What follows belongs to an exercise in optimizing a design on an open flow for small area; a production flow would make more cautious choices. In this exercise RTL edits were held to simulation tests only and were not proved equivalent to the original. Power is estimated from default activity; no workload was simulated. No driver is modelled on the clock port, so clocking that relies on it looks cheaper here than on a real chip.

[flow/constraint.sdc]
create_clock -name core_clock -period 4.0 [get_ports {clk}]
set_input_delay 0.8000 -clock core_clock [delete_from_list [all_inputs] [get_ports {clk}]]
set_output_delay 0.8000 -clock core_clock [all_outputs]
set_load 0.01 [all_outputs]
[flow/config.mk]
export PLATFORM = sky130hd
export DESIGN_NAME = router
export DESIGN_NICKNAME = router
export VERILOG_FILES = /design/flow/design.v
export SDC_FILE = /design/flow/constraint.sdc
export NUM_CORES = 4
export LEC_CHECK = 0
export CAP_MARGIN = 20
export CORE_MARGIN = 2
export CORE_UTILIZATION = 50
export SLEW_MARGIN = 20
[flow/run.sh]
#!/bin/bash
# synth_recipe.tcl (not shown) runs the flow's synth.tcl, then flattens the netlist and writes it again
# the make line also repeats each setting of config.mk as NAME=value (left out here)
make -C /OpenROAD-flow-scripts/flow DESIGN_CONFIG=/design/flow/config.mk WORK_HOME=/design/flow/orfs CLKGATE_MAP_FILE= SYNTH_SCRIPT=/design/flow/synth_recipe.tcl finish
[flow/design.v]
module router(clk, reset, polarity,
N_S_di_v0, N_S_di_v1, N_S_si_v0, N_S_si_v1, N_S_ri_v0, N_S_ri_v1, S_N_do_v0, S_N_do_v1, S_N_so_v0, S_N_so_v1, S_N_ro_v0, S_N_ro_v1,
S_N_di_v0, S_N_di_v1, S_N_si_v0, S_N_si_v1, S_N_ri_v0, S_N_ri_v1, N_S_do_v0, N_S_do_v1, N_S_so_v0, N_S_so_v1, N_S_ro_v0, N_S_ro_v1,
E_W_di_v0, E_W_di_v1, E_W_si_v0, E_W_si_v1, E_W_ri_v0, E_W_ri_v1, W_E_do_v0, W_E_do_v1, W_E_so_v0, W_E_so_v1, W_E_ro_v0, W_E_ro_v1,
W_E_di_v0, W_E_di_v1, W_E_si_v0, W_E_si_v1, W_E_ri_v0, W_E_ri_v1, E_W_do_v0, E_W_do_v1, E_W_so_v0, E_W_so_v1, E_W_ro_v0, E_W_ro_v1,
pedi_v0, pedi_v1, pesi_v0, pesi_v1, peri_v0, peri_v1, pedo_v0, pedo_v1, peso_v0, peso_v1, pero_v0, pero_v1
);
input clk, reset;
output reg polarity;
input [63:0] N_S_di_v0, N_S_di_v1, S_N_di_v0, S_N_di_v1, E_W_di_v0, E_W_di_v1, W_E_di_v0, W_E_di_v1, pedi_v0, pedi_v1;
input N_S_si_v0, N_S_si_v1, S_N_si_v0, S_N_si_v1, E_W_si_v0, E_W_si_v1, W_E_si_v0, W_E_si_v1, pesi_v0, pesi_v1;
output reg N_S_ri_v0, N_S_ri_v1, S_N_ri_v0, S_N_ri_v1, E_W_ri_v0, E_W_ri_v1, W_E_ri_v0, W_E_ri_v1, peri_v0, peri_v1;
output [63:0] N_S_do_v0, N_S_do_v1, S_N_do_v0, S_N_do_v1, E_W_do_v0, E_W_do_v1, W_E_do_v0, W_E_do_v1, pedo_v0, pedo_v1;
output reg N_S_so_v0, N_S_so_v1, S_N_so_v0, S_N_so_v1, E_W_so_v0, E_W_so_v1, W_E_so_v0, W_E_so_v1, peso_v0, peso_v1;
input N_S_ro_v0, N_S_ro_v1, S_N_ro_v0, S_N_ro_v1, E_W_ro_v0, E_W_ro_v1, W_E_ro_v0, W_E_ro_v1, pero_v0, pero_v1;
reg [57:0] ns0, ns1, sn0, sn1;
reg [61:0] ew0, ew1, we0, we1;
reg [62:0] pe0, pe1;
reg full_ns0, full_ns1, full_sn0, full_sn1, full_ew0, full_ew1, full_we0, full_we1, full_pe0, full_pe1;
wire nsx0 = |N_S_di_v0[55:52], nsx1 = |N_S_di_v1[55:52];
wire snx0 = |S_N_di_v0[55:52], snx1 = |S_N_di_v1[55:52];
always @(posedge clk) begin
  ns0 <= ({58{N_S_ri_v0}} & {N_S_di_v0[62], N_S_di_v0[61] & ~nsx0, N_S_di_v0[60:56], N_S_di_v0[51:50], N_S_di_v0[49] | nsx0, N_S_di_v0[47:0]}) | ({58{full_ns0}} & ns0);
  ns1 <= ({58{N_S_ri_v1}} & {N_S_di_v1[62], N_S_di_v1[61] & ~nsx1, N_S_di_v1[60:56], N_S_di_v1[51:50], N_S_di_v1[49] | nsx1, N_S_di_v1[47:0]}) | ({58{full_ns1}} & ns1);
  sn0 <= ({58{S_N_ri_v0}} & {S_N_di_v0[62], S_N_di_v0[61] | snx0, S_N_di_v0[60:56], S_N_di_v0[51:50], S_N_di_v0[49] | snx0, S_N_di_v0[47:0]}) | ({58{full_sn0}} & sn0);
  sn1 <= ({58{S_N_ri_v1}} & {S_N_di_v1[62], S_N_di_v1[61] | snx1, S_N_di_v1[60:56], S_N_di_v1[51:50], S_N_di_v1[49] | snx1, S_N_di_v1[47:0]}) | ({58{full_sn1}} & sn1);
  ew0 <= ({62{E_W_ri_v0}} & {E_W_di_v0[62:56], E_W_di_v0[55:53], E_W_di_v0[51:0]}) | ({62{full_ew0}} & ew0);
  ew1 <= ({62{E_W_ri_v1}} & {E_W_di_v1[62:56], E_W_di_v1[55:53], E_W_di_v1[51:0]}) | ({62{full_ew1}} & ew1);
  we0 <= ({62{W_E_ri_v0}} & {W_E_di_v0[62:56], W_E_di_v0[55:53], W_E_di_v0[51:0]}) | ({62{full_we0}} & we0);
  we1 <= ({62{W_E_ri_v1}} & {W_E_di_v1[62:56], W_E_di_v1[55:53], W_E_di_v1[51:0]}) | ({62{full_we1}} & we1);
  pe0 <= ({63{peri_v0}} & pedi_v0[62:0]) | ({63{full_pe0}} & pe0);
  pe1 <= ({63{peri_v1}} & pedi_v1[62:0]) | ({63{full_pe1}} & pe1);
end
wire [62:0] vns0 = {ns0[57:51], 4'b0000, 1'b0, ns0[50:0]};
wire [62:0] vns1 = {ns1[57:51], 4'b0000, 1'b0, ns1[50:0]};
wire [62:0] vsn0 = {sn0[57:51], 4'b0000, 1'b0, sn0[50:0]};
wire [62:0] vsn1 = {sn1[57:51], 4'b0000, 1'b0, sn1[50:0]};
wire [62:0] vew0 = {ew0[61:55], 1'b0, ew0[54:0]};
wire [62:0] vew1 = {ew1[61:55], 1'b0, ew1[54:0]};
wire [62:0] vwe0 = {we0[61:55], 1'b0, we0[54:0]};
wire [62:0] vwe1 = {we1[61:55], 1'b0, we1[54:0]};
wire [62:0] vpe0 = pe0, vpe1 = pe1;
wire ns0_ns = ~N_S_ri_v0 & vns0[61] & ~(vns0[51:48] == 4'b0000),  ns0_pe = ~N_S_ri_v0 & (vns0[51:48] == 4'b0000);
wire ns1_ns = ~N_S_ri_v1 & vns1[61] & ~(vns1[51:48] == 4'b0000),  ns1_pe = ~N_S_ri_v1 & (vns1[51:48] == 4'b0000);
wire sn0_sn = ~S_N_ri_v0 & ~vsn0[61] & ~(vsn0[51:48] == 4'b0000), sn0_pe = ~S_N_ri_v0 & (vsn0[51:48] == 4'b0000);
wire sn1_sn = ~S_N_ri_v1 & ~vsn1[61] & ~(vsn1[51:48] == 4'b0000), sn1_pe = ~S_N_ri_v1 & (vsn1[51:48] == 4'b0000);
wire ew0_ew = ~E_W_ri_v0 & ~vew0[62] & ~(vew0[55:52] == 4'b0000);
wire ew0_sn = ~E_W_ri_v0 & (vew0[55:52] == 4'b0000) & ~vew0[61] & ~(vew0[51:48] == 4'b0000);
wire ew0_ns = ~E_W_ri_v0 & (vew0[55:52] == 4'b0000) &  vew0[61] & ~(vew0[51:48] == 4'b0000);
wire ew0_pe = ~E_W_ri_v0 & (vew0[55:52] == 4'b0000) & (vew0[51:48] == 4'b0000);
wire ew1_ew = ~E_W_ri_v1 & ~vew1[62] & ~(vew1[55:52] == 4'b0000);
wire ew1_sn = ~E_W_ri_v1 & (vew1[55:52] == 4'b0000) & ~vew1[61] & ~(vew1[51:48] == 4'b0000);
wire ew1_ns = ~E_W_ri_v1 & (vew1[55:52] == 4'b0000) &  vew1[61] & ~(vew1[51:48] == 4'b0000);
wire ew1_pe = ~E_W_ri_v1 & (vew1[55:52] == 4'b0000) & (vew1[51:48] == 4'b0000);
wire we0_we = ~W_E_ri_v0 & vwe0[62] & ~(vwe0[55:52] == 4'b0000);
wire we0_sn = ~W_E_ri_v0 & (vwe0[55:52] == 4'b0000) & ~vwe0[61] & ~(vwe0[51:48] == 4'b0000);
wire we0_ns = ~W_E_ri_v0 & (vwe0[55:52] == 4'b0000) &  vwe0[61] & ~(vwe0[51:48] == 4'b0000);
wire we0_pe = ~W_E_ri_v0 & (vwe0[55:52] == 4'b0000) & (vwe0[51:48] == 4'b0000);
wire we1_we = ~W_E_ri_v1 & vwe1[62] & ~(vwe1[55:52] == 4'b0000);
wire we1_sn = ~W_E_ri_v1 & (vwe1[55:52] == 4'b0000) & ~vwe1[61] & ~(vwe1[51:48] == 4'b0000);
wire we1_ns = ~W_E_ri_v1 & (vwe1[55:52] == 4'b0000) &  vwe1[61] & ~(vwe1[51:48] == 4'b0000);
wire we1_pe = ~W_E_ri_v1 & (vwe1[55:52] == 4'b0000) & (vwe1[51:48] == 4'b0000);
wire pe0_ew = ~peri_v0 & ~vpe0[62] & ~(vpe0[55:52] == 4'b0000);
wire pe0_we = ~peri_v0 &  vpe0[62] & ~(vpe0[55:52] == 4'b0000);
wire pe0_sn = ~peri_v0 & (vpe0[55:52] == 4'b0000) & ~vpe0[61] & ~(vpe0[51:48] == 4'b0000);
wire pe0_ns = ~peri_v0 & (vpe0[55:52] == 4'b0000) &  vpe0[61] & ~(vpe0[51:48] == 4'b0000);
wire pe1_ew = ~peri_v1 & ~vpe1[62] & ~(vpe1[55:52] == 4'b0000);
wire pe1_we = ~peri_v1 &  vpe1[62] & ~(vpe1[55:52] == 4'b0000);
wire pe1_sn = ~peri_v1 & (vpe1[55:52] == 4'b0000) & ~vpe1[61] & ~(vpe1[51:48] == 4'b0000);
wire pe1_ns = ~peri_v1 & (vpe1[55:52] == 4'b0000) &  vpe1[61] & ~(vpe1[51:48] == 4'b0000);
wire oew0_a = ew0_ew, oew0_b = ~ew0_ew & pe0_ew;
wire oew1_a = ew1_ew, oew1_b = ~ew1_ew & pe1_ew;
wire owe0_a = we0_we, owe0_b = ~we0_we & pe0_we;
wire owe1_a = we1_we, owe1_b = ~we1_we & pe1_we;
wire osn0_a = sn0_sn, osn0_b = ~sn0_sn & we0_sn, osn0_c = ~sn0_sn & ~we0_sn & ew0_sn, osn0_d = ~sn0_sn & ~we0_sn & ~ew0_sn & pe0_sn;
wire osn1_a = sn1_sn, osn1_b = ~sn1_sn & we1_sn, osn1_c = ~sn1_sn & ~we1_sn & ew1_sn, osn1_d = ~sn1_sn & ~we1_sn & ~ew1_sn & pe1_sn;
wire ons0_a = ns0_ns, ons0_b = ~ns0_ns & we0_ns, ons0_c = ~ns0_ns & ~we0_ns & ew0_ns, ons0_d = ~ns0_ns & ~we0_ns & ~ew0_ns & pe0_ns;
wire ons1_a = ns1_ns, ons1_b = ~ns1_ns & we1_ns, ons1_c = ~ns1_ns & ~we1_ns & ew1_ns, ons1_d = ~ns1_ns & ~we1_ns & ~ew1_ns & pe1_ns;
wire ope0_a = ns0_pe, ope0_b = ~ns0_pe & we0_pe, ope0_c = ~ns0_pe & ~we0_pe & ew0_pe, ope0_d = ~ns0_pe & ~we0_pe & ~ew0_pe & sn0_pe;
wire ope1_a = ns1_pe, ope1_b = ~ns1_pe & we1_pe, ope1_c = ~ns1_pe & ~we1_pe & ew1_pe, ope1_d = ~ns1_pe & ~we1_pe & ~ew1_pe & sn1_pe;
wire rew0 = ew0_ew | pe0_ew, rew1 = ew1_ew | pe1_ew;
wire rwe0 = we0_we | pe0_we, rwe1 = we1_we | pe1_we;
wire rsn0 = sn0_sn | we0_sn | ew0_sn | pe0_sn, rsn1 = sn1_sn | we1_sn | ew1_sn | pe1_sn;
wire rns0 = ns0_ns | we0_ns | ew0_ns | pe0_ns, rns1 = ns1_ns | we1_ns | ew1_ns | pe1_ns;
wire rpe0 = ns0_pe | we0_pe | ew0_pe | sn0_pe, rpe1 = ns1_pe | we1_pe | ew1_pe | sn1_pe;
reg [61:0] oew0, oew1, owe0, owe1;
reg [57:0] osn0, osn1, ons0, ons1;
reg [54:0] ope0, ope1;
wire hew0 = E_W_so_v0 & ~reset;
wire sew0_a = ~E_W_so_v0 & oew0_a;
wire sew0_b = ~E_W_so_v0 & oew0_b;
wire [62:0] mew0 = ({63{sew0_a}} & vew0) | ({63{sew0_b}} & vpe0);
wire hew1 = E_W_so_v1 & ~reset;
wire sew1_a = ~E_W_so_v1 & oew1_a;
wire sew1_b = ~E_W_so_v1 & oew1_b;
wire [62:0] mew1 = ({63{sew1_a}} & vew1) | ({63{sew1_b}} & vpe1);
wire hwe0 = W_E_so_v0 & ~reset;
wire swe0_a = ~W_E_so_v0 & owe0_a;
wire swe0_b = ~W_E_so_v0 & owe0_b;
wire [62:0] mwe0 = ({63{swe0_a}} & vwe0) | ({63{swe0_b}} & vpe0);
wire hwe1 = W_E_so_v1 & ~reset;
wire swe1_a = ~W_E_so_v1 & owe1_a;
wire swe1_b = ~W_E_so_v1 & owe1_b;
wire [62:0] mwe1 = ({63{swe1_a}} & vwe1) | ({63{swe1_b}} & vpe1);
wire hsn0 = S_N_so_v0 & ~reset;
wire ssn0_a = ~S_N_so_v0 & osn0_a;
wire ssn0_b = ~S_N_so_v0 & osn0_b;
wire ssn0_c = ~S_N_so_v0 & osn0_c;
wire ssn0_d = ~S_N_so_v0 & osn0_d;
wire [62:0] msn0 = ({63{ssn0_a}} & vsn0) | ({63{ssn0_b}} & vwe0) | ({63{ssn0_c}} & vew0) | ({63{ssn0_d}} & vpe0);
wire hsn1 = S_N_so_v1 & ~reset;
wire ssn1_a = ~S_N_so_v1 & osn1_a;
wire ssn1_b = ~S_N_so_v1 & osn1_b;
wire ssn1_c = ~S_N_so_v1 & osn1_c;
wire ssn1_d = ~S_N_so_v1 & osn1_d;
wire [62:0] msn1 = ({63{ssn1_a}} & vsn1) | ({63{ssn1_b}} & vwe1) | ({63{ssn1_c}} & vew1) | ({63{ssn1_d}} & vpe1);
wire hns0 = N_S_so_v0 & ~reset;
wire sns0_a = ~N_S_so_v0 & ons0_a;
wire sns0_b = ~N_S_so_v0 & ons0_b;
wire sns0_c = ~N_S_so_v0 & ons0_c;
wire sns0_d = ~N_S_so_v0 & ons0_d;
wire [62:0] mns0 = ({63{sns0_a}} & vns0) | ({63{sns0_b}} & vwe0) | ({63{sns0_c}} & vew0) | ({63{sns0_d}} & vpe0);
wire hns1 = N_S_so_v1 & ~reset;
wire sns1_a = ~N_S_so_v1 & ons1_a;
wire sns1_b = ~N_S_so_v1 & ons1_b;
wire sns1_c = ~N_S_so_v1 & ons1_c;
wire sns1_d = ~N_S_so_v1 & ons1_d;
wire [62:0] mns1 = ({63{sns1_a}} & vns1) | ({63{sns1_b}} & vwe1) | ({63{sns1_c}} & vew1) | ({63{sns1_d}} & vpe1);
wire hpe0 = peso_v0 & ~reset;
wire spe0_a = ~peso_v0 & ope0_a;
wire spe0_b = ~peso_v0 & ope0_b;
wire spe0_c = ~peso_v0 & ope0_c;
wire spe0_d = ~peso_v0 & ope0_d;
wire [62:0] mpe0 = ({63{spe0_a}} & vns0) | ({63{spe0_b}} & vwe0) | ({63{spe0_c}} & vew0) | ({63{spe0_d}} & vsn0);
wire hpe1 = peso_v1 & ~reset;
wire spe1_a = ~peso_v1 & ope1_a;
wire spe1_b = ~peso_v1 & ope1_b;
wire spe1_c = ~peso_v1 & ope1_c;
wire spe1_d = ~peso_v1 & ope1_d;
wire [62:0] mpe1 = ({63{spe1_a}} & vns1) | ({63{spe1_b}} & vwe1) | ({63{spe1_c}} & vew1) | ({63{spe1_d}} & vsn1);
always @(posedge clk) oew0 <= ({62{hew0}} & oew0) | {mew0[61:48], mew0[47:0]};
always @(posedge clk) oew1 <= ({62{hew1}} & oew1) | {mew1[61:48], mew1[47:0]};
always @(posedge clk) owe0 <= ({62{hwe0}} & owe0) | {mwe0[61:48], mwe0[47:0]};
always @(posedge clk) owe1 <= ({62{hwe1}} & owe1) | {mwe1[61:48], mwe1[47:0]};
always @(posedge clk) osn0 <= ({58{hsn0}} & osn0) | {msn0[62], msn0[60:56], msn0[51:0]};
always @(posedge clk) osn1 <= ({58{hsn1}} & osn1) | {msn1[62], msn1[60:56], msn1[51:0]};
always @(posedge clk) ons0 <= ({58{hns0}} & ons0) | {mns0[62], mns0[60:56], mns0[51:0]};
always @(posedge clk) ons1 <= ({58{hns1}} & ons1) | {mns1[62], mns1[60:56], mns1[51:0]};
always @(posedge clk) ope0 <= ({55{hpe0}} & ope0) | {mpe0[62:56], mpe0[47:0]};
always @(posedge clk) ope1 <= ({55{hpe1}} & ope1) | {mpe1[62:56], mpe1[47:0]};
assign E_W_do_v0 = {2'b00, oew0};
assign E_W_do_v1 = {2'b10, oew1};
assign W_E_do_v0 = {2'b01, owe0};
assign W_E_do_v1 = {2'b11, owe1};
assign S_N_do_v0 = {1'b0, osn0[57], 1'b0, osn0[56:52], 4'b0000, osn0[51:0]};
assign S_N_do_v1 = {1'b1, osn1[57], 1'b0, osn1[56:52], 4'b0000, osn1[51:0]};
assign N_S_do_v0 = {1'b0, ons0[57], 1'b1, ons0[56:52], 4'b0000, ons0[51:0]};
assign N_S_do_v1 = {1'b1, ons1[57], 1'b1, ons1[56:52], 4'b0000, ons1[51:0]};
assign pedo_v0 = {1'b0, ope0[54:48], 8'h00, ope0[47:0]};
assign pedo_v1 = {1'b1, ope1[54:48], 8'h00, ope1[47:0]};
wire p0 = ~polarity;   
wire p1 = polarity;    
wire lew0 = p1 & ~E_W_so_v0 & rew0, lew1 = p0 & ~E_W_so_v1 & rew1;
wire lwe0 = p1 & ~W_E_so_v0 & rwe0, lwe1 = p0 & ~W_E_so_v1 & rwe1;
wire lsn0 = p1 & ~S_N_so_v0 & rsn0, lsn1 = p0 & ~S_N_so_v1 & rsn1;
wire lns0 = p1 & ~N_S_so_v0 & rns0, lns1 = p0 & ~N_S_so_v1 & rns1;
wire lpe0 = p1 & ~peso_v0 & rpe0,   lpe1 = p0 & ~peso_v1 & rpe1;
wire fns0 = (lns0 & ons0_a) | (lpe0 & ope0_a);
wire fns1 = (lns1 & ons1_a) | (lpe1 & ope1_a);
wire fsn0 = (lsn0 & osn0_a) | (lpe0 & ope0_d);
wire fsn1 = (lsn1 & osn1_a) | (lpe1 & ope1_d);
wire few0 = (lew0 & oew0_a) | (lsn0 & osn0_c) | (lns0 & ons0_c) | (lpe0 & ope0_c);
wire few1 = (lew1 & oew1_a) | (lsn1 & osn1_c) | (lns1 & ons1_c) | (lpe1 & ope1_c);
wire fwe0 = (lwe0 & owe0_a) | (lsn0 & osn0_b) | (lns0 & ons0_b) | (lpe0 & ope0_b);
wire fwe1 = (lwe1 & owe1_a) | (lsn1 & osn1_b) | (lns1 & ons1_b) | (lpe1 & ope1_b);
wire fpe0 = (lew0 & oew0_b) | (lwe0 & owe0_b) | (lsn0 & osn0_d) | (lns0 & ons0_d);
wire fpe1 = (lew1 & oew1_b) | (lwe1 & owe1_b) | (lsn1 & osn1_d) | (lns1 & ons1_d);
always @(posedge clk) begin
  if (reset) begin
    polarity <= 1'b0;
    N_S_ri_v0 <= 1'b1; N_S_ri_v1 <= 1'b1; S_N_ri_v0 <= 1'b1; S_N_ri_v1 <= 1'b1;
    E_W_ri_v0 <= 1'b1; E_W_ri_v1 <= 1'b1; W_E_ri_v0 <= 1'b1; W_E_ri_v1 <= 1'b1;
    peri_v0 <= 1'b1; peri_v1 <= 1'b1;
    N_S_so_v0 <= 1'b0; N_S_so_v1 <= 1'b0; S_N_so_v0 <= 1'b0; S_N_so_v1 <= 1'b0;
    E_W_so_v0 <= 1'b0; E_W_so_v1 <= 1'b0; W_E_so_v0 <= 1'b0; W_E_so_v1 <= 1'b0;
    peso_v0 <= 1'b0; peso_v1 <= 1'b0;
  end else begin
    polarity <= ~polarity;
    N_S_ri_v0 <= N_S_ri_v0 ? ~(p0 & ~N_S_di_v0[63] & N_S_si_v0) : fns0;
    N_S_ri_v1 <= N_S_ri_v1 ? ~(p1 &  N_S_di_v1[63] & N_S_si_v1) : fns1;
    S_N_ri_v0 <= S_N_ri_v0 ? ~(p0 & ~S_N_di_v0[63] & S_N_si_v0) : fsn0;
    S_N_ri_v1 <= S_N_ri_v1 ? ~(p1 &  S_N_di_v1[63] & S_N_si_v1) : fsn1;
    E_W_ri_v0 <= E_W_ri_v0 ? ~(p0 & ~E_W_di_v0[63] & E_W_si_v0) : few0;
    E_W_ri_v1 <= E_W_ri_v1 ? ~(p1 &  E_W_di_v1[63] & E_W_si_v1) : few1;
    W_E_ri_v0 <= W_E_ri_v0 ? ~(p0 & ~W_E_di_v0[63] & W_E_si_v0) : fwe0;
    W_E_ri_v1 <= W_E_ri_v1 ? ~(p1 &  W_E_di_v1[63] & W_E_si_v1) : fwe1;
    peri_v0   <= peri_v0   ? ~(p0 & ~pedi_v0[63]   & pesi_v0)   : fpe0;
    peri_v1   <= peri_v1   ? ~(p1 &  pedi_v1[63]   & pesi_v1)   : fpe1;
    E_W_so_v0 <= E_W_so_v0 ? ~(p0 & E_W_ro_v0) : lew0;
    E_W_so_v1 <= E_W_so_v1 ? ~(p1 & E_W_ro_v1) : lew1;
    W_E_so_v0 <= W_E_so_v0 ? ~(p0 & W_E_ro_v0) : lwe0;
    W_E_so_v1 <= W_E_so_v1 ? ~(p1 & W_E_ro_v1) : lwe1;
    S_N_so_v0 <= S_N_so_v0 ? ~(p0 & S_N_ro_v0) : lsn0;
    S_N_so_v1 <= S_N_so_v1 ? ~(p1 & S_N_ro_v1) : lsn1;
    N_S_so_v0 <= N_S_so_v0 ? ~(p0 & N_S_ro_v0) : lns0;
    N_S_so_v1 <= N_S_so_v1 ? ~(p1 & N_S_ro_v1) : lns1;
    peso_v0   <= peso_v0   ? ~(p0 & pero_v0)   : lpe0;
    peso_v1   <= peso_v1   ? ~(p1 & pero_v1)   : lpe1;
  end
end
always @(posedge clk) begin
  full_ns0 <= ~reset & (N_S_ri_v0 ? (p0 & ~N_S_di_v0[63] & N_S_si_v0) : ~fns0);
  full_ns1 <= ~reset & (N_S_ri_v1 ? (p1 & N_S_di_v1[63] & N_S_si_v1) : ~fns1);
  full_sn0 <= ~reset & (S_N_ri_v0 ? (p0 & ~S_N_di_v0[63] & S_N_si_v0) : ~fsn0);
  full_sn1 <= ~reset & (S_N_ri_v1 ? (p1 & S_N_di_v1[63] & S_N_si_v1) : ~fsn1);
  full_ew0 <= ~reset & (E_W_ri_v0 ? (p0 & ~E_W_di_v0[63] & E_W_si_v0) : ~few0);
  full_ew1 <= ~reset & (E_W_ri_v1 ? (p1 & E_W_di_v1[63] & E_W_si_v1) : ~few1);
  full_we0 <= ~reset & (W_E_ri_v0 ? (p0 & ~W_E_di_v0[63] & W_E_si_v0) : ~fwe0);
  full_we1 <= ~reset & (W_E_ri_v1 ? (p1 & W_E_di_v1[63] & W_E_si_v1) : ~fwe1);
  full_pe0 <= ~reset & (peri_v0 ? (p0 & ~pedi_v0[63] & pesi_v0) : ~fpe0);
  full_pe1 <= ~reset & (peri_v1 ? (p1 & pedi_v1[63] & pesi_v1) : ~fpe1);
end
endmodule
==> flow_summary.ini, run 1 <==
[synth]
synth.avg_cell_area_um2 = 10.2
yosys.cell_count.top_type = dfxtp_1
synth_area_leader_cell = dfxtp_1
synth.top_cell.area_share_pct = 55.3
ys_seq_elements = 1227
ys_top_cells_by_count = dfxtp_1, nand2_1, a22o_1
synthesis.area_um2 = 44400
ys_top_cells_by_area = dfxtp_1, a222oi_1, a22o_1, nand2_1, nand3_1
synth_edf_count = 0
yosysWarnings = 1
yosysUniqueCellTypes = 62
syn_inst = 4364
async_flop_share_pct = 0
synth_ff_type = dfxtp_1
synth-seq-area-share_pct = 55.3

[die]
die_y_um = 302
start_util_pct = 50.3
rows = 109
die_w_um = 302

[outcome]
haltStage = I/O pin placement
tool.error = [ERROR PPL-0024] Number of IO pins (1323) exceeds maximum number of available positions (1090). Increase the die perimeter from 1208.34um to 1799.28um.
status = aborted with a tool error
kinds of logic after synthesis:
family | share of synthesized area (%)
other cells | 0.0169
buf+inv | 6.80
compound gates | 26.1
simple gates | 11.7
flops | 55.3
==> inputs of run 2 (changes only) <==
--- a/flow/config.mk
+++ b/flow/config.mk
@@ -8,4 +8,4 @@
 export CAP_MARGIN = 20
-export CORE_MARGIN = 2
-export CORE_UTILIZATION = 50
+export CORE_AREA = 5 5 445 445
+export DIE_AREA = 0 0 450 450
 export SLEW_MARGIN = 20
==> run 2 against run 1 <==
Effect of this change: the run now finishes clean; synthesized area did not move; synthesized cell count unchanged.
==> flow_summary.ini, run 2 <==
[detailed_routing]
drc = 0
wirelength_um = 265000
vias_per_cell = 5.62
vias = 45805
drt_iter0_drc = 9034
dr.pass1.iters = 14
detail-route-antenna-nets = 0
wl_per_cell_um = 32.6

[place]
post-dp-hpwl_um = 185000
place.gp.congestion = 0.917
numPortBuffers = 1264
pre_cts_ws_ns = 0.984

[synth]
syn_inst = 4364
ys_top_cells_by_count = dfxtp_1, nand2_1, a22o_1
yosysUniqueCellTypes = 62
synth_ff_type = dfxtp_1
synthesis.area_um2 = 44400
ys_top_cells_by_area = dfxtp_1, a222oi_1, a22o_1, nand2_1, nand3_1
async_flop_share_pct = 0
synth.avg_cell_area_um2 = 10.2
ys_seq_elements = 1227
synth_edf_count = 0
yosys.cell_count.top_type = dfxtp_1
yosysWarnings = 1
synth-seq-area-share_pct = 55.3
synth_area_leader_cell = dfxtp_1
synth.top_cell.area_share_pct = 55.3

[timing]
worst_pin_slew_ns = 1.15
rsz0062_at_grt = no
layout_min_cycle_time_ns = 3.13
finalSetupTns_ns = 0
fin_ws_ns = 0.871
finClkSkew_ns = 0.0367
max-slew-margin-rel_pct = 23.7
maxSlewViolCount = 0
fmax_mhz = 320
final-setup-viol-count = 0
period_share_pct = 78.2
hold_viol_final = 0

[clock_network]
cts-root-buf = clkbuf_16
postCtsSetupRepairBufs = 0
clk_pin_slew_worst_paths_ns = 0.06
holdBufCountCts = 0
htreeDepth = 4
cts_sinks = 1227
clk_latency_ns = 0.80
clk_path_buf_depth = 3
cts_tree = built
cts_resized = 0
cts_buffers = 138

[power]
leakage_nw = 27.0
powerDensity_nw_per_um2 = 474
totalPowerFinal_mw = 30.6
peakVddDrop_v = 0.000364

[worst_setup_path]
cp.required_ns = 3.20
worst_path_dominant_cell_family = flip-flops
path_buf_inv = 1
crit_chain = clkdlybuf4s50_1
end_kind = primary output
crit_path_top_delay_cell = dfxtp_4
arrival_ns = 2.33
path_class = register to primary output
cp_max_fo = 37
crit_path_max_incr_delay_ns = 0.78
start_kind = register

[die]
core_um2 = 193000
rows = 161
die_w_um = 450
die_y_um = 450
start_util_pct = 23.1
io_pins = 1323
die-area_um2 = 203000

[cells_and_area]
num-nets-final = 6134
drive_above_1_share_pct = 7.05
reg_top3 = pe0 (63), pe1 (63)
area_delta_synth_final_pct = 45.4
final_cell_mix = clkdlybuf4s50_1, dfxtp_1, nand2_1
layout_commonest_cell = clkdlybuf4s50_1

[outcome]
status = finished clean

[min_path]
hp-class = register to register

[run]
drv_cap = 0

[grt]
grt_pass1_wl_um = 360000
grt_antenna_before_repair = 63
grt_max_degree = 64
gr-total-overflow = 0
grt_usage_pct = 24.6
grt_pass1_vias = 43408
-- run 2: cell counts after synthesis --
No cell type changed its count.
-- run 2: tightest hold or removal path, stage by stage, from the launching register on --
cell and delay, ns:
dfxtp_1 0.33, nand2_1 0.06, nand2_1 0.04
-- run 2: cell type report --
class,count,area (um^2)
fillers,19583,128000
inverters,253,950
repair buffers,1377,13900
diodes,43,108
flip-flops and latches,1227,24600
clock inverters,55,643
well taps,2526,3160
clock buffers,189,3890
multi-input cells,2475,17300
-- run 2: per-layer routing --
layer  track usage [%]  wire, um  vias to the layer above  part of all wire, %
met5                 0       126                        -                0.047
li1                  -         -                    19020                    -
met3              6.81     30100                      683                   11
met2              41.4    126000                     3679                   48
met1              27.5     89700                    22407                   34
met4              15.2     18900                       16                  7.1
-- run 2: final timing paths --
check              end  slack, ns  startpoint  cells after the start
max          N_S_ri_v0       0.87   N_S_ri_v0                      1
min            sn0[48]       0.47     sn0[48]                      2
max reg2reg   ons1[13]       0.94   E_W_ri_v1                      6
min reg2reg    sn0[48]       0.47     sn0[48]                      2
-- run 2: logic make-up (layout without fill, tap and decap cells) --
kind of cell    Yosys count  in the layout  synth area share, %
other cells               2             93               0.0169
compound gates         1258           1258                 26.1
flops                  1227           1227                 55.3
buf+inv                 710           1874                 6.80
simple gates           1167           1167                 11.7
-- run 2: where the power goes --
part	internal (mW)	leakage (nW)	switching, mW
logic	1.69	14.6	1.41
clock network	7.40	2.22	5.56
registers	13.1	10.1	1.40
total	22.2	27.0	8.36
-- run 2: through the flow --
step	instance area [um^2]	instances	hold WS, ns	util, %
2_1_floorplan	44600	4412	0.440	-
3_3_place_gp	59900	7858	0.452	31.1
3_5_place_dp	59900	7858	0.460	31.1
4_1_cts	64500	8102	0.467	33.5
5_1_grt	64600	8138	0.490	33.5
6_report	64600	8145	0.475	33.5
==> inputs of run 3 (changes only) <==
==> flow/flow/run.sh (new file) <==
#!/bin/bash
# Own layout flow: the standard flow (standard.sh, which runs the standard
# synthesis unchanged) with two ORFS settings changed:
#  - port buffers use the smallest buffer cell instead of the default choice;
#  - clock tree synthesis builds the tree without dummy loads.
# Each tool's full output stays in the ORFS logs under orfs/logs; make's own
# output goes to flow_make.log in this folder.
set -euo pipefail
cd "$(dirname "$0")/.."
bash standard.sh \
  "BUFFER_PORTS_ARGS=-buffer_cell sky130_fd_sc_hd__buf_1" \
  "CTS_ARGS=-sink_clustering_enable -repair_clock_nets -dont_use_dummy_load" \
  finish > flow_make.log 2>&1
==> flow/standard.sh (new file) <==
#!/bin/bash
# synth_recipe.tcl (not shown) runs the flow's synth.tcl, then flattens the netlist and writes it again
# the make line also repeats each setting of config.mk as NAME=value (left out here)
make -C /OpenROAD-flow-scripts/flow DESIGN_CONFIG=/design/flow/config.mk WORK_HOME=/design/flow/orfs CLKGATE_MAP_FILE= SYNTH_SCRIPT=/design/flow/synth_recipe.tcl "${@:-finish}"
removed: flow/run.sh
==> run 3 against run 2 <==
Effect of this change: critical path depth is 1 higher; register-to-register slack got worse by 0.02 ns; via count is 0.61% higher; count of clock-buffer cells in the layout shrank 54; final area decreased by 14%; flip-flop and latch count did not move; synthesized cell count unchanged; core utilization is 4.6 points lower; largest cell class unchanged.
==> flow_summary.ini, run 3 <==
[synth]
synth.avg_cell_area_um2 = 10.2
yosys.cell_count.top_type = dfxtp_1
ys_seq_elements = 1227
yosysUniqueCellTypes = 62
async_flop_share_pct = 0
yosysWarnings = 1
ys_top_cells_by_count = dfxtp_1, nand2_1, a22o_1
synth-seq-area-share_pct = 55.3
synth.top_cell.area_share_pct = 55.3
syn_inst = 4364
synth_area_leader_cell = dfxtp_1
synth_ff_type = dfxtp_1
synth_edf_count = 0
ys_top_cells_by_area = dfxtp_1, a222oi_1, a22o_1, nand2_1, nand3_1
synthesis.area_um2 = 44400

[place]
post-dp-hpwl_um = 181000
place.gp.congestion = 0.931
pre_cts_ws_ns = 0.967
dpl-instance-area_um2 = 52100
numPortBuffers = 1264

[worst_setup_path]
reg2reg_depth = 6
cp_max_fo = 43
cp.required_ns = 3.20
path_class = register to primary output
start_kind = register
arrival_ns = 2.29
reg2reg_to = osn1[39]
ff2ff_setup_slack_ns = 0.92
end_kind = primary output
r2r-start = pe1[53]

[cells_and_area]
seqCellArea_um2 = 24600
multi_input_area_um2 = 17300
area_delta_synth_final_pct = 25.3
num-nets-final = 6139
stdcell_area_um2 = 55700
drive_above_1_share_pct = 6.01
fill_cells = 20393
reg_top3 = pe0 (63), pe1 (63)
layout_commonest_cell = buf_1
final_cell_mix = buf_1, dfxtp_1, nand2_1

[detailed_routing]
drt_iter0_drc = 9628
wl_per_cell_um = 32.0
dr.pass1.iters = 14
wirelength_um = 257000
vias_per_cell = 5.72
drc = 0
detail-route-antenna-nets = 0
vias = 46086

[timing]
finClkSkew_ns = 0.0748
final-setup-viol-count = 0
maxSlewViolCount = 0
fin_ws_ns = 0.907
hold_viol_final = 0
fmax_mhz = 323
finalSetupTns_ns = 0
layout_min_cycle_time_ns = 3.09
max-slew-margin-rel_pct = 22.3
worst_pin_slew_ns = 1.17
period_share_pct = 77.3
rsz0062_at_grt = no

[clock_network]
clk_latency_ns = 0.77
cts-root-buf = clkbuf_16
htreeDepth = 4
postCtsSetupRepairBufs = 0
cts_tree = built
clk_pin_slew_worst_paths_ns = 0.06
cts_sinks = 1227
clk_path_buf_depth = 3
holdBufCountCts = 0
cts_buffers = 135
cts_resized = 0

[grt]
grt_pass1_wl_um = 349000
grt_antenna_before_repair = 70
gr-total-overflow = 0
use_met2_pct = 39.3
grt_pass1_vias = 43761
grt_most_used_layer = met2
grt_usage_pct = 23.8
use_met1_pct = 26.2
grt_max_degree = 64
grt.met3_usage_pct = 6.28

[die]
io_pins = 1323
core_um2 = 193000
start_util_pct = 23.1
rows = 161
die-area_um2 = 203000
die_y_um = 450
die_w_um = 450

[power]
leakage_nw = 23.3
powerDensity_nw_per_um2 = 497
totalPowerFinal_mw = 27.7
peakVddDrop_v = 0.000351

[run]
drv_cap = 0

[min_path]
hold_end = we0[7]
min_from = W_E_di_v0[7]
hp-class = input pin to register
hold_depth = 2

[outcome]
status = finished clean
## run 3: changes by cell type in the layout (fill, tap and decap cells not counted), sizes merged
cell,delta
bufinv,-8
clkbuf,-53
clkdlybuf4s50,-1263
clkinvlp,-4
clkinv,-31
buf,+1270
diode,+11
inv,-12
## run 3: stage by stage
stage,hold slack (ns),utilization (%),cells
finish,0.225,28.9,8055
global route,0.166,28.9,8047
CTS,0.139,28.8,8001
detailed placement,0.459,27.1,7866
global placement,0.449,27.1,7866
floorplan,0.440,-,4412
## run 3: where the power goes
group / leakage (nW) / switching [mW] / internal, mW
logic: 11.5 / 1.40 / 0.991
registers: 10.1 / 1.39 / 13.1
clock network: 1.66 / 4.86 / 5.90
total: 23.3 / 7.65 / 20.0
## run 3: routing by layer
layer,up-vias,routed length [um]
met5,-,159
met4,24,23100
met3,813,30300
met2,3939,119000
met1,22364,84600
li1,18946,-
## run 3: worst max path at each step
stage | from | to | slack, ns
floorplan | we0[49] | ons0[37] | 1.93
global placement | E_W_ri_v1 | osn1[45] | 1.01
detailed placement | E_W_ri_v1 | osn1[37] | 0.97
CTS | E_W_ri_v1 | E_W_ri_v1 | 0.82
global route | E_W_ri_v1 | E_W_ri_v1 | 0.81
finish | E_W_ri_v1 | E_W_ri_v1 | 0.91
## run 3: worst max-delay path, stage by stage (launching register included)
cell     delay [ns]
dfxtp_4        0.61
buf_4          0.68
buf_1          0.22
## run 3: logic make-up (layout without fill, tap and decap cells)
group                  Yosys count  after routing  share of synthesized area, %
AOI/OAI and AO/OA             1258           1258                          26.1
buffers and inverters          710           1773                          6.80
DFF                           1227           1227                          55.3
other                            2            104                        0.0169
and+or+nand+nor               1167           1167                          11.7
## run 3: layout make-up
class | count | share of cell area, %
sequential | 1227 | 44.3
tap | 2526 | 5.68
timing repair buffer | 1385 | 11.0
clock buffer | 135 | 6.07
antenna | 54 | 0.243
multi-input combinational | 2475 | 31.1
inverter | 253 | 1.71
==> inputs of run 4 (changes only) <==
--- a/flow/flow/run.sh
+++ b/flow/flow/run.sh
@@ -11,3 +11,3 @@
   "BUFFER_PORTS_ARGS=-buffer_cell sky130_fd_sc_hd__buf_1" \
-  "CTS_ARGS=-sink_clustering_enable -repair_clock_nets -dont_use_dummy_load" \
+  "CTS_ARGS=-sink_clustering_enable -repair_clock_nets -dont_use_dummy_load -sink_clustering_size 30 -sink_clustering_max_diameter 100" \
   finish > flow_make.log 2>&1
--- a/flow/config.mk
+++ b/flow/config.mk
@@ -9,2 +9,4 @@
 export CORE_AREA = 5 5 445 445
+export CTS_CLUSTER_DIAMETER = 100
+export CTS_CLUSTER_SIZE = 30
 export DIE_AREA = 0 0 450 450
==> run 4 against run 3 <==
Effect of this change: synthesized area unchanged; clock skew is 0.066 ns higher; clock power is 39% lower; critical endpoint unchanged; largest power group unchanged; combinational power about the same; global-route usage is 0.34 points lower; via count down 0.96%; still clean; power decreased by 15%.
==> flow_summary.ini, run 4 <==
[die]
start_util_pct = 23.1
die_y_um = 450
core_um2 = 193000
rows = 161
io_pins = 1323
die_w_um = 450
die-area_um2 = 203000

[grt]
grt_antenna_before_repair = 61
grt_pass1_wl_um = 346000
gr-total-overflow = 0
grt_usage_pct = 23.5
grt_max_degree = 64
grt_pass1_vias = 43003

[cells_and_area]
stdcell_area_um2 = 53700
fin_util_pct = 27.9
fill_cells = 20585
seqCellArea_um2 = 24600
multi_input_area_um2 = 17300
area_delta_synth_final_pct = 20.8
layout_commonest_cell = buf_1
num-nets-final = 6060
final_cell_mix = buf_1, dfxtp_1, nand2_1
reg_top3 = pe0 (63), pe1 (63)
drive_above_1_share_pct = 4.63

[worst_setup_path]
reg2reg_to = osn1[39]
reg2reg_depth = 6
r2r-start = pe1[53]
end_kind = primary output
start_kind = register
startpoint = E_W_ri_v1
cp_max_fo = 43
critPathCapture = E_W_ri_v1
ff2ff_setup_slack_ns = 0.91
path_class = register to primary output
arrival_ns = 2.33
cp.required_ns = 3.20

[timing]
hold_viol_final = 0
maxSlewViolCount = 0
period_share_pct = 78.2
layout_min_cycle_time_ns = 3.13
max-slew-margin-rel_pct = 24.2
finClkSkew_ns = 0.140
final-setup-viol-count = 0
rsz0062_at_grt = no
finalSetupTns_ns = 0
worst_pin_slew_ns = 1.14
fmax_mhz = 320

[detailed_routing]
wl_per_cell_um = 32.0
detail-route-antenna-nets = 0
wl_met1_um = 85000
wl_met2_um = 118000
vias = 45645
wirelength_um = 255000
vias_per_cell = 5.72
dr.pass1.iters = 14
top_layer = met5
drt_iter0_drc = 9388
met3_length_um = 28900
drc = 0

[synth]
yosysUniqueCellTypes = 62
synthesis.area_um2 = 44400
syn_inst = 4364
async_flop_share_pct = 0
ys_top_cells_by_area = dfxtp_1, a222oi_1, a22o_1, nand2_1, nand3_1
ys_seq_elements = 1227
synth_area_leader_cell = dfxtp_1
synth_edf_count = 0
ys_top_cells_by_count = dfxtp_1, nand2_1, a22o_1
synth.top_cell.area_share_pct = 55.3
synth.avg_cell_area_um2 = 10.2
synth-seq-area-share_pct = 55.3
yosys.cell_count.top_type = dfxtp_1
synth_ff_type = dfxtp_1
yosysWarnings = 1

[clock_network]
cts_tree = built
clk_path_buf_depth = 3
holdBufCountCts = 0
cts_buffers = 56
htreeDepth = 2
cts_sinks = 1227
postCtsSetupRepairBufs = 0
cts-root-buf = clkbuf_16
clk_pin_slew_worst_paths_ns = 0.12
cts_resized = 0
clk_latency_ns = 0.75

[power]
leakage_nw = 22.4
pwr-share-clk_pct = 28.0
pwr-share-seq_pct = 61.8
peakVddDrop_v = 0.000315
p_sw_share_pct = 29.2
combPwrFrac_pct = 10.2
powerDensity_nw_per_um2 = 437
internal_power_mw = 16.6
p_sw_mw = 6.86

[place]
numPortBuffers = 1264
dpl-instance-area_um2 = 52100
place.gp.congestion = 0.931
post-dp-hpwl_um = 181000

[min_path]
hold_depth = 2
hp-class = input pin to register

[outcome]
status = finished clean

[run]
drv_cap = 0
## run 4: cell counts after synthesis
Identical to the previous run, type by type.
## run 4: layout make-up
cell class,instances,area share [%]
Timing Repair Buffer,1385,11.4
Inverter,253,1.77
Antenna cell,53,0.247
Multi-Input combinational cell,2475,32.2
Clock buffer,56,2.61
Sequential cell,1227,45.9
Tap cell,2526,5.89
## run 4: metrics by stage
stage	std cells	hold slack (ns)	worst slack, ns	total power [mW]
floorplan	4412	0.440	1.93	15.4
finish	7975	0.239	0.870	23.5
CTS	7922	0.168	0.798	23.5
global route	7965	0.197	0.803	24.2
detailed placement	7866	0.459	0.967	17.1
global placement	7866	0.449	1.01	17.0
## run 4: worst min-delay path by stage
stage,startpoint,endpoint,slack (ns)
4_1_cts,W_E_di_v1[55],we1[54],0.17
3_5_place_dp,owe1[50],owe1[50],0.46
6_report,S_N_di_v1[46],sn1[46],0.24
2_1_floorplan,sn1[48],sn1[48],0.44
5_1_grt,E_W_di_v1[6],ew1[6],0.20
3_3_place_gp,oew1[54],oew1[54],0.45
## run 4: cell families (layout without fill, tap and decap cells)
| kind of cell | Yosys count | count (layout) | synth area share (%) |
|---|---|---|---|
| and+or+nand+nor | 1167 | 1167 | 11.7 |
| other | 2 | 103 | 0.0169 |
| DFF | 1227 | 1227 | 55.3 |
| AOI/OAI and AO/OA | 1258 | 1258 | 26.1 |
| buffers and inverters | 710 | 1694 | 6.80 |
## run 4: metal layers
layer	global-route usage, %	up-vias
met2	39.0	3823
met1	26.2	22298
li1	-	18770
met3	5.39	736
met5	0	-
met4	17.7	18
## run 4: worst max-delay path: stages (launching register included)
cell and delay [ns]:
dfxtp_4 0.64, buf_4 0.69, buf_1 0.22
## run 4: power by group through the flow
stage          logic [mW]  clock network (mW)  registers, mW
3_3_place_gp         2.32                   0           14.7
6_report             2.39                6.57           14.5
4_1_cts              2.37                6.67           14.4
5_1_grt              2.52                7.07           14.6
3_5_place_dp         2.35                   0           14.7
2_1_floorplan        1.27                   0           14.2
==> inputs of run 5 (changes only) <==
--- a/flow/flow/run.sh
+++ b/flow/flow/run.sh
@@ -12,2 +12,3 @@
   "CTS_ARGS=-sink_clustering_enable -repair_clock_nets -dont_use_dummy_load -sink_clustering_size 30 -sink_clustering_max_diameter 100" \
+  "PLACE_PINS_ARGS=-min_distance 1 -min_distance_in_tracks" \
   finish > flow_make.log 2>&1
--- a/flow/config.mk
+++ b/flow/config.mk
@@ -8,6 +8,4 @@
 export CAP_MARGIN = 20
-export CORE_AREA = 5 5 445 445
-export CTS_CLUSTER_DIAMETER = 100
-export CTS_CLUSTER_SIZE = 30
-export DIE_AREA = 0 0 450 450
+export CORE_AREA = 5 5 315 315
+export DIE_AREA = 0 0 320 320
 export SLEW_MARGIN = 20
==> run 5 against run 4 <==
Effect of this change: cell count down 16%; die area down 49%; first-iteration DRC count up 3.5%; final area down 3.9%; synthesized area unchanged; via count down 1.5%; register-to-register slack better by 0.14 ns; non-clock buffer count down 37; worst hold slack better by 0.071 ns; critical path type unchanged.
==> flow_summary.ini, run 5 <==
[outcome]
status = finished clean

[timing]
final-setup-viol-count = 0
maxSlewViolCount = 0
finClkSkew_ns = 0.0617
period_share_pct = 78.0
fmax_mhz = 320
rsz0062_at_grt = no
layout_min_cycle_time_ns = 3.12
hold_viol_final = 0
max-slew-margin-rel_pct = 21.8
finalSetupTns_ns = 0
worst_pin_slew_ns = 1.17

[worst_setup_path]
cp.required_ns = 3.20
cp_max_fo = 35
crit_path_max_incr_delay_ns = 0.73
arrival_ns = 2.32
start_kind = register
crit_chain = buf_4, buf_1
crit_path_top_delay_cell = dfxtp_4
path_class = register to primary output
end_kind = primary output

[detailed_routing]
dr.pass1.iters = 17
drt_iter0_drc = 9713
wl_met1_um = 77500
vias_per_cell = 6.69
wl_per_cell_um = 33.9
top_layer = met5
wl_met2_um = 96400
detail-route-antenna-nets = 0
wirelength_um = 228000
vias = 44979
drc = 0
met3_length_um = 32800

[min_path]
hp-class = input pin to register

[power]
p_sw_share_pct = 28.4
internal_power_mw = 16.3
pwr-share-seq_pct = 63.2
combPwrFrac_pct = 10.1
leakage_nw = 22.0
pwr-share-clk_pct = 26.7
p_sw_mw = 6.45
peakVddDrop_v = 0.000361
powerDensity_nw_per_um2 = 440

[cells_and_area]
drive_above_1_share_pct = 3.81
layout_commonest_cell = buf_1
fin_util_pct = 54.2
reg_top3 = pe0 (63), pe1 (63)
fill_cells = 9093
seqCellArea_um2 = 24600
area_delta_synth_final_pct = 16.1
final_cell_mix = buf_1, dfxtp_1, nand2_1
num-nets-final = 6015
multi_input_area_um2 = 17300

[synth]
yosysUniqueCellTypes = 62
yosysWarnings = 1
synth.avg_cell_area_um2 = 10.2
synth_edf_count = 0
synthesis.area_um2 = 44400
synth-seq-area-share_pct = 55.3
async_flop_share_pct = 0
ys_top_cells_by_count = dfxtp_1, nand2_1, a22o_1
synth_ff_type = dfxtp_1
ys_top_cells_by_area = dfxtp_1, a222oi_1, a22o_1, nand2_1, nand3_1
synth_area_leader_cell = dfxtp_1
synth.top_cell.area_share_pct = 55.3
syn_inst = 4364
yosys.cell_count.top_type = dfxtp_1
ys_seq_elements = 1227

[die]
core_um2 = 95200
die_y_um = 320
die-area_um2 = 102000
die_w_um = 320
start_util_pct = 46.7
rows = 113
io_pins = 1323

[clock_network]
cts-root-buf = clkbuf_16
holdBufCountCts = 0
cts_resized = 0
clk_pin_slew_worst_paths_ns = 0.12
clk_path_buf_depth = 3
htreeDepth = 2
cts_buffers = 48
clk_latency_ns = 0.67
postCtsSetupRepairBufs = 0
cts_sinks = 1227
cts_tree = built

[place]
place.gp.congestion = 0.974
post-dp-hpwl_um = 142000
numPortBuffers = 1264

[run]
drv_cap = 0

[grt]
grt_pass1_vias = 40662
grt_pass1_wl_um = 315000
grt_antenna_before_repair = 136
grt_usage_pct = 41.8
grt_max_degree = 64
gr-total-overflow = 0
==> run 5: cell counts after synthesis <==
No cell type changed its count.
==> run 5: metrics by stage <==
stage	instance area, um^2	total power [mW]	hold slack [ns]	instances	setup WS, ns
after floorplan	44600	15.4	0.440	4412	1.93
after global placement	50100	16.7	0.446	6567	1.08
after detailed placement	50100	16.8	0.451	6567	1.11
after CTS	51300	22.6	0.286	6615	0.876
after global routing	51500	23.4	0.300	6695	0.848
final	51600	22.7	0.311	6723	0.879
==> run 5: worst max-delay path, delay by kind of cell (launching register included) <==
family	cells	cell delay, ns
buf+inv	2	0.88
flops	1	0.73
==> run 5: cells by family after synthesis <==
group           Yosys count  synth area share, %
flops                  1227                 55.3
simple gates           1167                 11.7
compound gates         1258                 26.1
buf+inv                 710                 6.80
other cells               2               0.0169
==> run 5: area by class of cell <==
cell class	count	share of cell area (%)
clock buffer	48	2.33
antenna	107	0.519
inverter	253	1.84
tap	1265	3.07
multi-input combinational	2475	33.5
timing repair buffer	1348	11.0
sequential	1227	47.7
==> run 5: final timing paths <==
check / startpoint / to / slack (ns) / cells past startpoint
worst min register to register: sn1[56] / sn1[56] / 0.48 / 2
worst min-delay path: E_W_di_v0[40] / ew0[40] / 0.31 / 2
worst max register to register: ns0[48] / ope0[20] / 1.05 / 5
worst max-delay path: N_S_ri_v0 / N_S_ri_v0 / 0.88 / 2
==> run 5: layer usage <==
| metal | vias to the layer above | track usage, % |
|---|---|---|
| met5 | - | 3.38 |
| met1 | 21690 | 48.7 |
| met3 | 852 | 17.9 |
| li1 | 18706 | - |
| met2 | 3653 | 61.0 |
| met4 | 78 | 30.5 |
==> run 5: power by group through the flow <==
stage                     registers [mW]  clock network (mW)  logic, mW
after floorplan                     14.2                   0       1.27
after global placement              14.6                   0       2.17
after detailed placement            14.6                   0       2.20
after CTS                           14.3                6.07       2.21
after global routing                14.5                6.51       2.41
final                               14.4                6.07       2.30
==> inputs of run 6 (changes only) <==
==> flow/flow/run.sh (replaced) <==
#!/bin/bash
# Own layout flow: the standard flow (standard.sh, which runs the standard
# synthesis unchanged) with these ORFS settings changed:
#  - port buffers use the smallest buffer cell instead of the default choice;
#  - clock tree synthesis uses small clock buffers and no dummy loads.
# Each tool's full output stays in the ORFS logs under orfs/logs; make's own
# output goes to flow_make.log in this folder.
set -euo pipefail
cd "$(dirname "$0")/.."
bash standard.sh \
  "BUFFER_PORTS_ARGS=-buffer_cell sky130_fd_sc_hd__buf_1" \
  "CTS_ARGS=-sink_clustering_enable -repair_clock_nets -dont_use_dummy_load -buf_list {sky130_fd_sc_hd__clkbuf_2 sky130_fd_sc_hd__clkbuf_4 sky130_fd_sc_hd__clkbuf_8}" \
  finish > flow_make.log 2>&1
--- a/flow/config.mk
+++ b/flow/config.mk
@@ -8,4 +8,4 @@
 export CAP_MARGIN = 20
-export CORE_AREA = 5 5 315 315
-export DIE_AREA = 0 0 320 320
+export CORE_AREA = 5 5 445 445
+export DIE_AREA = 0 0 450 450
 export SLEW_MARGIN = 20
==> run 6 against run 5 <==
Effect of this change: sequential power barely moved; critical path depth stayed put; still clean; sequential share of layout area decreased by 5.3 points; cell count grew 25%; clock power up 53%; setup slack worse by 0.19 ns; synthesized area unchanged.
==> flow_summary.ini, run 6 <==
[clock_network]
cts_buffers = 208
htreeDepth = 4
cts_tree = built
cts_sinks = 1227
postCtsSetupRepairBufs = 0
cts_resized = 0
clk_path_buf_depth = 3
clk_latency_ns = 0.94
clk_pin_slew_worst_paths_ns = 0.06
cts-root-buf = clkbuf_8

[cells_and_area]
fin_cells = 8410
area_delta_synth_final_pct = 30.6
seqCellArea_um2 = 24600
drive_above_1_share_pct = 6.88
layout_commonest_cell = buf_1
num-nets-final = 6503
multi_input_area_um2 = 17300
final_cell_mix = buf_1, dfxtp_1, nand2_1
reg_top3 = pe0 (63), pe1 (63)
stdcell_area_um2 = 58000
fill_cells = 20127

[timing]
finClkSkew_ns = 0.123
hold_viol_final = 0
maxSlewViolCount = 0
period_share_pct = 82.8
finalSetupTns_ns = 0
fmax_mhz = 302
final-setup-viol-count = 0
rsz0062_at_grt = no
whs_ns = 0.143
worst_pin_slew_ns = 1.15
layout_min_cycle_time_ns = 3.31
max-slew-margin-rel_pct = 23.3

[synth]
ys_seq_elements = 1227
ys_top_cells_by_area = dfxtp_1, a222oi_1, a22o_1, nand2_1, nand3_1
synth_edf_count = 0
synth.top_cell.area_share_pct = 55.3
yosysUniqueCellTypes = 62
synth.avg_cell_area_um2 = 10.2
syn_inst = 4364
synth-seq-area-share_pct = 55.3
async_flop_share_pct = 0
synth_area_leader_cell = dfxtp_1
synthesis.area_um2 = 44400
ys_top_cells_by_count = dfxtp_1, nand2_1, a22o_1
synth_ff_type = dfxtp_1
yosys.cell_count.top_type = dfxtp_1
yosysWarnings = 1

[min_path]
hp-class = input pin to register
hold_end = ns0[39]
min_from = N_S_di_v0[39]
hold_depth = 2

[worst_setup_path]
crit_path_max_incr_delay_ns = 0.71
path_class = register to primary output
cp_max_fo = 43
worst_path_dominant_cell_family = buffers and inverters
ff2ff_setup_slack_ns = 0.85
crit_path_top_delay_cell = buf_4
r2r-start = E_W_ri_v1
crit_chain = buf_4, buf_1
reg2reg_depth = 6
cp.required_ns = 3.20
path_buf_inv = 2
reg2reg_to = osn1[37]
end_kind = primary output
arrival_ns = 2.51
start_kind = register

[die]
die-area_um2 = 203000
core_um2 = 193000
start_util_pct = 23.1
rows = 161
io_pins = 1323
die_w_um = 450
die_y_um = 450

[power]
leakage_nw = 24.4
powerDensity_nw_per_um2 = 457
peakVddDrop_v = 0.000270

[detailed_routing]
vias = 47807
wirelength_um = 261000
dr.pass1.iters = 15
drc = 0
drt_iter0_drc = 9619
wl_per_cell_um = 31.0
vias_per_cell = 5.68
detail-route-antenna-nets = 0

[place]
numPortBuffers = 1264
place.gp.congestion = 0.931
post-dp-hpwl_um = 181000
dpl-instance-area_um2 = 52100
numPlacedInstances = 7866

[outcome]
status = finished clean

[grt]
gr-total-overflow = 0
grt_usage_pct = 24.2
grt_antenna_before_repair = 44
grt_max_degree = 64
grt_pass1_vias = 46330
grt_pass1_wl_um = 356000

[run]
drv_cap = 0
[run 6: cell counts after synthesis]
No cell type changed its count.
[run 6: how the worst max path moves through the flow]
stage | start | end | cells after the start
2_1_floorplan | we0[49] | ons0[37] | 7
3_3_place_gp | E_W_ri_v1 | osn1[45] | 6
3_5_place_dp | E_W_ri_v1 | osn1[37] | 6
4_1_cts | E_W_ri_v1 | E_W_ri_v1 | 2
5_1_grt | E_W_ri_v1 | E_W_ri_v1 | 2
6_report | E_W_ri_v1 | E_W_ri_v1 | 2
[run 6: worst register-to-register path, stage by stage (launching register included)]
cell and delay, ns:
dfxtp_4 0.47, nor4_1 0.72, nand3b_1 0.27, nor3_2 0.92, buf_4 0.44, nand2_1 0.11, nand3_1 0.10
[run 6: cell families after synthesis]
group / after synthesis / share of synthesized area, %
compound gates: 1258 / 26.1
buf+inv: 710 / 6.80
flops: 1227 / 55.3
other cells: 2 / 0.0169
simple gates: 1167 / 11.7
[run 6: repair_timing]
action                     CTS  global route
hold buffers               291             0
setup endpoints to repair    0             0
hold endpoints to repair   291             0
[run 6: cell type report]
class	count	area share, %
Inverter	253	1.64
Sequential cell	1227	42.4
Tap cell	2526	5.45
Antenna cell	45	0.194
Multi-Input combinational cell	2475	29.8
Clock buffer	208	4.93
Timing Repair Buffer	1676	15.6
[run 6: through the flow]
step                setup WS, ns  util, %  total power, mW
floorplan                   1.93        -             15.4
detailed placement         0.967     27.1             17.1
global placement            1.01     27.1             17.0
CTS                        0.548     30.1             26.5
global route               0.543     30.1             27.4
finish                     0.687     30.1             26.5
[run 6: power by group]
group          total, mW  leakage (nW)  switching (mW)  internal (mW)
combinational       2.65          12.8            1.48           1.18
clock               9.30          1.50            4.76           4.54
sequential          14.5          10.1            1.39           13.2
total               26.5          24.4            7.63           18.9
[run 6: layer usage]
metal	wire length, um	vias to the layer above	global-route usage (%)
met5	41	-	0
met4	23300	6	18.9
met3	30600	923	6.55
met2	121000	4298	39.9
met1	85600	22955	26.2
li1	-	19625	-
==> inputs of run 7 (changes only) <==
--- a/flow/flow/run.sh
+++ b/flow/flow/run.sh
@@ -4,3 +4,4 @@
 #  - port buffers use the smallest buffer cell instead of the default choice;
-#  - clock tree synthesis uses small clock buffers and no dummy loads.
+#  - clock tree synthesis uses small clock buffers and no dummy loads;
+#  - pins may sit on every routing track, so a smaller die holds them.
 # Each tool's full output stays in the ORFS logs under orfs/logs; make's own
@@ -12,2 +13,3 @@
   "CTS_ARGS=-sink_clustering_enable -repair_clock_nets -dont_use_dummy_load -buf_list {sky130_fd_sc_hd__clkbuf_2 sky130_fd_sc_hd__clkbuf_4 sky130_fd_sc_hd__clkbuf_8}" \
+  "PLACE_PINS_ARGS=-min_distance 1 -min_distance_in_tracks" \
   finish > flow_make.log 2>&1
--- a/flow/config.mk
+++ b/flow/config.mk
@@ -8,4 +8,4 @@
 export CAP_MARGIN = 20
-export CORE_AREA = 5 5 445 445
-export DIE_AREA = 0 0 450 450
+export CORE_AREA = 5 5 315 315
+export DIE_AREA = 0 0 320 320
 export SLEW_MARGIN = 20
==> run 7 against run 6 <==
Effect of this change: count of clock-buffer cells in the layout fell by 9; register-to-register slack gained 0.17 ns; synthesized cell count unchanged; clock skew decreased by 0.038 ns; final area decreased by 8.4%; largest cell class unchanged; flip-flop and latch count is the same; first-iteration DRC count is 0.41% higher; setup slack better by 0.037 ns; via count shrank 3.9%; sequential share of layout area increased by 3.9 points; synthesized area is the same; highest routed layer unchanged.
==> flow_summary.ini, run 7 <==
[outcome]
status = finished clean

[power]
peakVddDrop_v = 0.000296
combPwrFrac_pct = 9.0
internal_power_mw = 18.5
totalPowerFinal_mw = 25.7
powerDensity_nw_per_um2 = 483
pwr-share-seq_pct = 56.0
p_sw_share_pct = 28.0
pwr-share-clk_pct = 35.0
leakage_nw = 22.9
p_sw_mw = 7.20

[synth]
yosys.cell_count.top_type = dfxtp_1
ys_top_cells_by_count = dfxtp_1, nand2_1, a22o_1
synth-seq-area-share_pct = 55.3
ys_top_cells_by_area = dfxtp_1, a222oi_1, a22o_1, nand2_1, nand3_1
async_flop_share_pct = 0
synth_edf_count = 0
synth_ff_type = dfxtp_1
synth_area_leader_cell = dfxtp_1
synth.avg_cell_area_um2 = 10.2
ys_seq_elements = 1227
yosysUniqueCellTypes = 62
synthesis.area_um2 = 44400
yosysWarnings = 1
synth.top_cell.area_share_pct = 55.3
syn_inst = 4364

[timing]
finalSetupTns_ns = 0
rsz0062_at_grt = no
max-slew-margin-rel_pct = 20.9
finClkSkew_ns = 0.0847
final-setup-viol-count = 0
layout_min_cycle_time_ns = 3.28
period_share_pct = 81.9
fmax_mhz = 305
hold_viol_final = 0
worst_pin_slew_ns = 1.19
maxSlewViolCount = 0

[worst_setup_path]
cp.required_ns = 3.20
crit_path_max_incr_delay_ns = 0.70
start_kind = register
end_kind = primary output
crit_chain = buf_4, buf_1
path_class = register to primary output
crit_path_top_delay_cell = dfxtp_4
path_buf_inv = 2
worst_path_dominant_cell_family = buffers and inverters
cp_max_fo = 35
arrival_ns = 2.48

[die]
die_y_um = 320
start_util_pct = 46.7
die_w_um = 320
die-area_um2 = 102000
core_um2 = 95200
rows = 113
io_pins = 1323

[cells_and_area]
stdcell_area_um2 = 53100
fin_util_pct = 55.9
layout_commonest_cell = buf_1
reg_top3 = pe0 (63), pe1 (63)
final_cell_mix = buf_1, dfxtp_1, nand2_1
drive_above_1_share_pct = 6.44
num-nets-final = 6165
area_delta_synth_final_pct = 19.6

[detailed_routing]
wl_per_cell_um = 33.6
drt_iter0_drc = 9658
vias = 45940
vias_per_cell = 6.67
wirelength_um = 231000
drc = 0
dr.pass1.iters = 13
detail-route-antenna-nets = 0

[grt]
grt_pass1_vias = 41822
gr-total-overflow = 0
grt_antenna_before_repair = 145
grt_pass1_wl_um = 319000
grt_usage_pct = 42.5
grt_max_degree = 64

[clock_network]
holdBufCountCts = 0
htreeDepth = 4
cts_resized = 0
clk_path_buf_depth = 3
cts_buffers = 199
cts-root-buf = clkbuf_8
cts_sinks = 1227
clk_pin_slew_worst_paths_ns = 0.06
cts_tree = built
clk_latency_ns = 0.91
postCtsSetupRepairBufs = 0

[min_path]
hp-class = input pin to register

[place]
numPortBuffers = 1264
place.gp.congestion = 0.974
post-dp-hpwl_um = 142000
dpl-instance-area_um2 = 50100

[run]
drv_cap = 0
run 7: routing by layer:
metal  wire (um)  GRT usage, %
met5         563          2.04
met4       20600          32.8
met3       34200          19.5
met2       98000          61.1
met1       78000          48.9
run 7: power by group through the flow:
stage / Combinational [mW] / Sequential [mW] / Clock (mW)
CTS: 2.21 / 14.3 / 9.00
global placement: 2.17 / 14.6 / 0
finish: 2.31 / 14.4 / 8.98
detailed placement: 2.20 / 14.6 / 0
floorplan: 1.27 / 14.2 / 0
global route: 2.42 / 14.5 / 9.55
run 7: logic make-up after synthesis:
family                 count (synthesis)  synth area share [%]
and+or+nand+nor                     1167                  11.7
AOI/OAI and AO/OA                   1258                  26.1
DFF                                 1227                  55.3
buffers and inverters                710                  6.80
other                                  2                0.0169
run 7: through the flow:
stage | cells | setup WS [ns] | hold WS [ns]
2_1_floorplan | 4412 | 1.93 | 0.440
3_3_place_gp | 6567 | 1.08 | 0.446
3_5_place_dp | 6567 | 1.11 | 0.451
4_1_cts | 6766 | 0.718 | 0.0663
5_1_grt | 6852 | 0.700 | 0.0829
6_report | 6885 | 0.725 | 0.101
run 7: path summary, 6_finish.rpt:
kind                    end     startpoint  slack [ns]  cells after the start
setup / recovery  N_S_ri_v0      N_S_ri_v0        0.72                      2
hold / removal      sn1[22]  S_N_di_v1[22]        0.10                      2
setup reg to reg   ope0[13]        ns0[49]        1.02                      5
hold reg to reg    ope0[51]        sn0[54]        0.46                      2
run 7: layout make-up:
cell class | count | area, um^2
fill | 9002 | 42000
timing repair buffer | 1347 | 5680
sequential | 1227 | 24600
tap | 1265 | 1580
inverter | 253 | 950
antenna | 119 | 298
multi-input combinational | 2475 | 17300
clock buffer | 199 | 2740

-- re-timing with driven ports --
The flow's constraints put no driver on any port. The routed layouts listed below were extracted and timed again, unchanged, in two steps.
Step 1, drivers: a clkbuf_16 drives clk and a buf_2 each remaining input, both assumed.
Step 2 also shifts input and output timing later by t, the mid clock arrival at the registers, as if the neighbouring blocks saw the same clock.
Three values: ideal ports, drivers, drivers and shift; two values: the first two.
| run | shift t [ns] | slack for setup (ns) | worst setup path at the end |
|---|---|---|---|
| run 2 | 0.845 | 0.871 / 0.800 / 0.941 | register to register |
| run 3 | 0.812 | 0.907 / 0.833 / 0.826 | input to register |
| run 4 | 0.755 | 0.870 / 0.796 / 0.882 | input to register |
| run 5 | 0.720 | 0.879 / 0.806 / 0.894 | input to register |
| run 6 | 0.944 | 0.687 / 0.618 / 0.843 | input to register |
| run 7 | 0.939 | 0.725 / 0.653 / 0.879 | input to register |
After both steps every run listed still meets setup and hold. For run 3, which loses most, drivers alone change the setup slack by -0.074 ns; drivers and shift together by -0.081 ns.
